This is an optimization exercise on Yosys and OpenROAD, whose aim is small area, not a production implementation.
Function was checked by simulation only, so behaviour that the tests miss may differ from the original.
Power and IR drop assume default switching activity.

==> indigo: inputs <==
==> flow/design.v <==
`default_nettype none
module sd_crc16(
  input  wire       CLK,
  input  wire       IN,
  input  wire       DAT,
  input  wire       RUN,
  input  wire       END,
  output wire       OUT
);
reg  [15:0] crc;
assign OUT = DAT ? IN : crc[15];
wire fb = OUT ^ crc[15];
always @(posedge CLK)
  crc <= {crc[14] | END, crc[13], crc[12], (crc[11] ^ fb) & RUN, crc[10:6],
          crc[5] & RUN, crc[4] ^ fb, crc[3:0], fb};
endmodule
`default_nettype none
`timescale 1ns / 1ns
module sd_data_form
#(
parameter  [31:0] AVAIL_DATA_BITS      =  32'd4       
)
(
input  wire        SD_CLK,
input  wire        RST,
input  wire        SD_I_TRG,
output wire        SD_I_DONE,
input  wire        SD_I_PKT_RDY,
input  wire [ 63:0]SD_I_DAT,
output wire        SD_I_ACK,
input  wire        SD_I_FIRST,
input  wire        SD_I_LAST,
output wire [(AVAIL_DATA_BITS-'d1):0]SD_O_DAT,
output wire        SD_OE
);
reg         x, y, z;
reg  [  3:0]cnt;
wire        c15  = &cnt;
wire        s_data = x & y & ~z;
wire        s_crc  = x & z;
always @(posedge SD_CLK or posedge RST)
if (RST) begin
  x <= 1'b0; y <= 1'b0; z <= 1'b0;
end else begin
  x <= x ? ~(z & c15) : (z & SD_I_PKT_RDY);
  y <= x & (y | c15);
  z <= x ? (y & (z ? (~c15 | SD_I_TRG) : (c15 & SD_I_LAST)))
         : (z ? ~SD_I_PKT_RDY : SD_I_TRG);
end
always @(posedge SD_CLK)
  cnt <= x ? cnt + 4'd1 : 4'd12;
wire [  3:0]nib = SD_I_DAT[{cnt[3:1], ~cnt[0], 2'b00} +: 4];
genvar i;
generate for (i = 0; i < 4; i = i + 1) begin : lane
  sd_crc16 dat_crc(.CLK(SD_CLK), .IN(nib[i]), .DAT(s_data), .RUN(x & y),
                   .END(s_crc & c15), .OUT(SD_O_DAT[i]));
end endgenerate
assign SD_OE     = y | (x & c15);
assign SD_I_DONE = ~x & y;
assign SD_I_ACK  = s_data & c15;
endmodule
==> flow/flow/run.sh <==
#!/bin/bash
# The standard layout (standard.sh), with these changes:
#  - synthesis maps the logic with several area-oriented ABC scripts and keeps
#    the smallest result (flow/abc_multi.tcl) instead of ORFS's one script;
#    everything else in the standard flow's synthesis script is kept, so the registers are
#    the standard synthesis's;
#  - the port buffers are the smallest buffer, sky130_fd_sc_hd__buf_1;
#  - CTS uses sky130_fd_sc_hd__clkbuf_4 and no dummy loads.
# Each tool's output is in the ORFS logs (orfs/logs/); make's in standard.log.
set -euo pipefail
W=$(pwd)
mkdir -p abc_scripts
i=0
for s in 0 1 2 3 4 5 6 7; do
  for d in "dch" "dch -f"; do
    printf '&get -n\n&deepsyn -J 50 -S %s -T 20\n&put\n%s\namap -F 4 -A 10\n' "$s" "$d" \
      > abc_scripts/s$i.abc
    i=$((i + 1))
  done
done
printf 'strash\ndch\namap -F 4 -A 10\n' > abc_scripts/s$i.abc; i=$((i + 1))
printf 'strash\ndch -f\namap -F 4 -A 10\n' > abc_scripts/s$i.abc
{
  printf 'set ::abc_scripts [lsort -dictionary [glob %s/abc_scripts/*.abc]]\n' "$W"
  cat flow/abc_multi.tcl
  cat synth_recipe.tcl
} > flow_synth.tcl
bash standard.sh finish SYNTH_SCRIPT="$W/flow_synth.tcl" \
  BUFFER_PORTS_ARGS="-buffer_cell sky130_fd_sc_hd__buf_1" \
  CTS_ARGS="-sink_clustering_enable -repair_clock_nets -dont_use_dummy_load -buf_list sky130_fd_sc_hd__clkbuf_4" \
  > standard.log 2>&1
==> flow/flow/abc_multi.tcl <==
# Area-oriented replacement of the abc command ORFS's synthesis calls: maps the
# logic with each script in abc_scripts and keeps the smallest result.
proc abc {args} {
  set libs {}
  for {set i 0} {$i < [llength $args]} {incr i} {
    if {[lindex $args $i] eq "-liberty"} { lappend libs -liberty [lindex $args [expr {$i + 1}]] }
  }
  set si [lsearch -exact $args -script]
  yosys design -save abc_multi_in
  set best_area ""
  set best_script ""
  foreach script $::abc_scripts {
    yosys design -load abc_multi_in
    set a $args
    lset a [expr {$si + 1}] $script
    yosys abc {*}$a
    set rpt [yosys tee -q -s result.string stat {*}$libs]
    set area ""
    regexp {Chip area for (?:top )?module[^:]*:\s*([0-9.eE+]+)} $rpt -> area
    puts "abc_multi: $script area $area"
    if {$area ne "" && ($best_area eq "" || $area < $best_area)} {
      set best_area $area
      set best_script $script
      yosys design -save abc_multi_best
    }
  }
  puts "abc_multi: kept $best_script area $best_area"
  yosys design -load abc_multi_best
}
==> flow/standard.sh <==
#!/bin/bash
# synth_recipe.tcl (not shown) runs the flow's synth.tcl, then flattens the netlist and writes it again
# the make line also repeats each setting of config.mk as NAME=value (left out here)
make -C /OpenROAD-flow-scripts/flow DESIGN_CONFIG=/design/flow/config.mk WORK_HOME=/design/flow/orfs CLKGATE_MAP_FILE= SYNTH_SCRIPT=/design/flow/synth_recipe.tcl "${@:-finish}"
==> flow/config.mk <==
export PLATFORM = sky130hd
export DESIGN_NAME = sd_data_form
export DESIGN_NICKNAME = sd_data_form
export VERILOG_FILES = /design/flow/design.v
export SDC_FILE = /design/flow/constraint.sdc
export NUM_CORES = 4
export LEC_CHECK = 0
export CAP_MARGIN = 5
export CORE_MARGIN = 2
export CORE_UTILIZATION = 40
export SLEW_MARGIN = 5
==> flow/constraint.sdc <==
create_clock -name core_clock -period 5.0 [get_ports {SD_CLK}]
set_input_delay 1.0000 -clock core_clock [delete_from_list [all_inputs] [get_ports {SD_CLK}]]
set_output_delay 1.0000 -clock core_clock [all_outputs]
set_load 0.01 [all_outputs]
==> sierra (differences from indigo) <==
==> flow/design.v (replaced) <==
`default_nettype none
module sd_crc16(
  input  wire       CLK,
  input  wire       IN,
  input  wire       DAT,
  input  wire       CS,
  output reg [15:0] CRC
);
wire fb  = DAT & (IN ^ CRC[15]);
wire clr = ~(DAT | CS);
always @(posedge CLK)
  CRC <= {CRC[14:12], (CRC[11] ^ fb) & ~clr, CRC[10:8], CRC[7] & ~clr,
          CRC[6:5], CRC[4] ^ fb, CRC[3] & ~clr, CRC[2:0], fb | CS};
endmodule
`default_nettype none
`timescale 1ns / 1ns
module sd_data_form
#(
parameter  [31:0] AVAIL_DATA_BITS      =  32'd4       
)
(
input  wire        SD_CLK,
input  wire        RST,
input  wire        SD_I_TRG,
output wire        SD_I_DONE,
input  wire        SD_I_PKT_RDY,
input  wire [ 63:0]SD_I_DAT,
output wire        SD_I_ACK,
input  wire        SD_I_FIRST,
input  wire        SD_I_LAST,
output wire [(AVAIL_DATA_BITS-'d1):0]SD_O_DAT,
output wire        SD_OE
);
reg         s_wait;      
reg         s_pre;       
reg         s_data;      
reg         s_crc;       
reg         s_end;       
reg  [  3:0]cnt;         
wire        c15  = &cnt;
wire        idle = ~(s_wait | s_pre | s_data | s_crc) | (s_crc & c15);
always @(posedge SD_CLK or posedge RST)
if (RST) begin
  s_wait <= 1'b0; s_pre <= 1'b0; s_data <= 1'b0; s_crc <= 1'b0; s_end <= 1'b0;
end else begin
  s_wait <= (idle & SD_I_TRG) | (s_wait & ~SD_I_PKT_RDY);
  s_pre  <= (s_wait & SD_I_PKT_RDY) | (s_pre & ~c15);
  s_data <= (s_pre & c15) | (s_data & ~(c15 & SD_I_LAST));
  s_crc  <= (s_data & c15 & SD_I_LAST) | (s_crc & ~c15);
  s_end  <= s_crc & c15;
end
always @(posedge SD_CLK)
  cnt <= (s_pre | s_data | s_crc) ? cnt + 4'd1 : 4'd12;
wire [  3:0]nib = SD_I_DAT[{cnt[3:1], ~cnt[0], 2'b00} +: 4];
wire [ 15:0]crc[0:3];
genvar i;
generate for (i = 0; i < 4; i = i + 1) begin : lane
  sd_crc16 dat_crc(.CLK(SD_CLK), .IN(nib[i]), .DAT(s_data), .CS(s_crc), .CRC(crc[i]));
end endgenerate
wire [  3:0]crc_msb = {crc[3][15], crc[2][15], crc[1][15], crc[0][15]};
assign SD_O_DAT  = s_data ? nib : crc_msb;
assign SD_OE     = (s_pre & c15) | s_data | s_crc | s_end;
assign SD_I_DONE = s_end;
assign SD_I_ACK  = s_data & c15;
endmodule
==> flow/flow/run.sh (replaced) <==
#!/bin/bash
# Standard layout, but with the smallest buffer on the ports.
set -euo pipefail
bash standard.sh finish BUFFER_PORTS_ARGS="-buffer_cell sky130_fd_sc_hd__buf_1" > standard.log 2>&1
--- a/flow/config.mk
+++ b/flow/config.mk
@@ -7,5 +7,5 @@
 export LEC_CHECK = 0
-export CAP_MARGIN = 5
+export CAP_MARGIN = 20
 export CORE_MARGIN = 2
 export CORE_UTILIZATION = 40
-export SLEW_MARGIN = 5
+export SLEW_MARGIN = 20
removed: flow/flow/abc_multi.tcl
==> zinc (differences from indigo) <==
--- a/flow/flow/run.sh
+++ b/flow/flow/run.sh
@@ -29,3 +29,3 @@
   BUFFER_PORTS_ARGS="-buffer_cell sky130_fd_sc_hd__buf_1" \
-  CTS_ARGS="-sink_clustering_enable -repair_clock_nets -dont_use_dummy_load -buf_list sky130_fd_sc_hd__clkbuf_4" \
+  CTS_ARGS="-sink_clustering_enable -sink_clustering_size 80 -sink_clustering_max_diameter 500 -sink_clustering_levels 1 -dont_use_dummy_load -buf_list sky130_fd_sc_hd__clkbuf_16" \
   > standard.log 2>&1
--- a/flow/config.mk
+++ b/flow/config.mk
@@ -7,5 +7,5 @@
 export LEC_CHECK = 0
-export CAP_MARGIN = 5
+export CAP_MARGIN = 20
 export CORE_MARGIN = 2
 export CORE_UTILIZATION = 40
-export SLEW_MARGIN = 5
+export SLEW_MARGIN = 20
==> comparison table <==
	indigo	sierra	zinc
Hold Slack	0.3137 ns	0.3194 ns	0.3165 ns
Maximum frequency from static timing analysis	266.5 MHz	263.8 MHz	271.8 MHz
Clock skew after layout	0.01726 ns	0.01250 ns	0.008389 ns
Result of the run	timing/DRC/antenna clean	timing/DRC/antenna clean	timing/DRC/antenna clean
Well-tap cell count	70	99	70
Plain + repair buffers	79	77	79
Fraction of post-synthesis cell area in the top cell type by area	0.6242	0.4535	0.6242
Overall via count from detail_route	1,760	2,180	1,735
Die X-Extent	77.84 um	90.63 um	77.84 um
Instance count on the critical path	7	6	7
Power Dens Cells	581.8 nW/um^2	706.1 nW/um^2	643.3 nW/um^2
Non-clock inverter total of the final layout	16	6	16
Internal power	0.0009913 W	0.001611 W	0.001224 W
Amount of wire on met3 after detailed routing	471 um	247 um	413 um
Register fraction of the total cell area	0.5488	0.4199	0.5176
Comb power	0.000520 W	0.000967 W	0.000519 W
Worst flop-to-flop path startpoint	x	cnt[1]	x
Wire length of the first global-routing pass	7721 um	10,250 um	7803 um
RR Endpoint	lane[1].dat_crc.crc[12]	lane[3].dat_crc.CRC[0]	lane[1].dat_crc.crc[12]
Post-place setup slack	1.550 ns	1.517 ns	1.550 ns
FF+latch count, synth	71	73	71
Post-layout instance count excluding filler cells	356	432	356
Buf+Inv Stages, Crit Path	3	1	3
Met1 track demand over resource in global routing	0.1810	0.1988	0.1824
Hold path start	lane[2].dat_crc.crc[7]	lane[0].dat_crc.CRC[13]	lane[2].dat_crc.crc[7]
Worst skew pair latency	0.37 ns	0.35 ns	0.31 ns

what the ideal ports hide:
The results above use ideal ports. As a check the final layouts listed here were re-extracted and re-timed, cells and wires unchanged.
Step 1, drivers: a clkbuf_16 drives SD_CLK and a buf_2 each remaining input, both assumed.
Step 2, shift: input delay + t, output delay - t, t = (earliest + latest rising clock arrival at the registers) / 2. This alone moves slack from input paths to output paths.
a / b / c = ideal / step 1 / step 2; a / b = the first two.
run	shift t [ns]	setup slack, ns	worst setup path after step 2	clock arrival spread, ns	worst data-port slew with drivers (ns)
indigo	0.389	1.247 / 1.225 / 1.613	register to output	0.020 / 0.021	0.04
sierra	0.368	1.209 / 1.179 / 1.542	input to output	0.013 / 0.013	0.04
zinc	0.337	1.321 / 1.292 / 1.629	register to output	0.010 / 0.010	0.04
After both steps setup and hold are still met in every run listed.
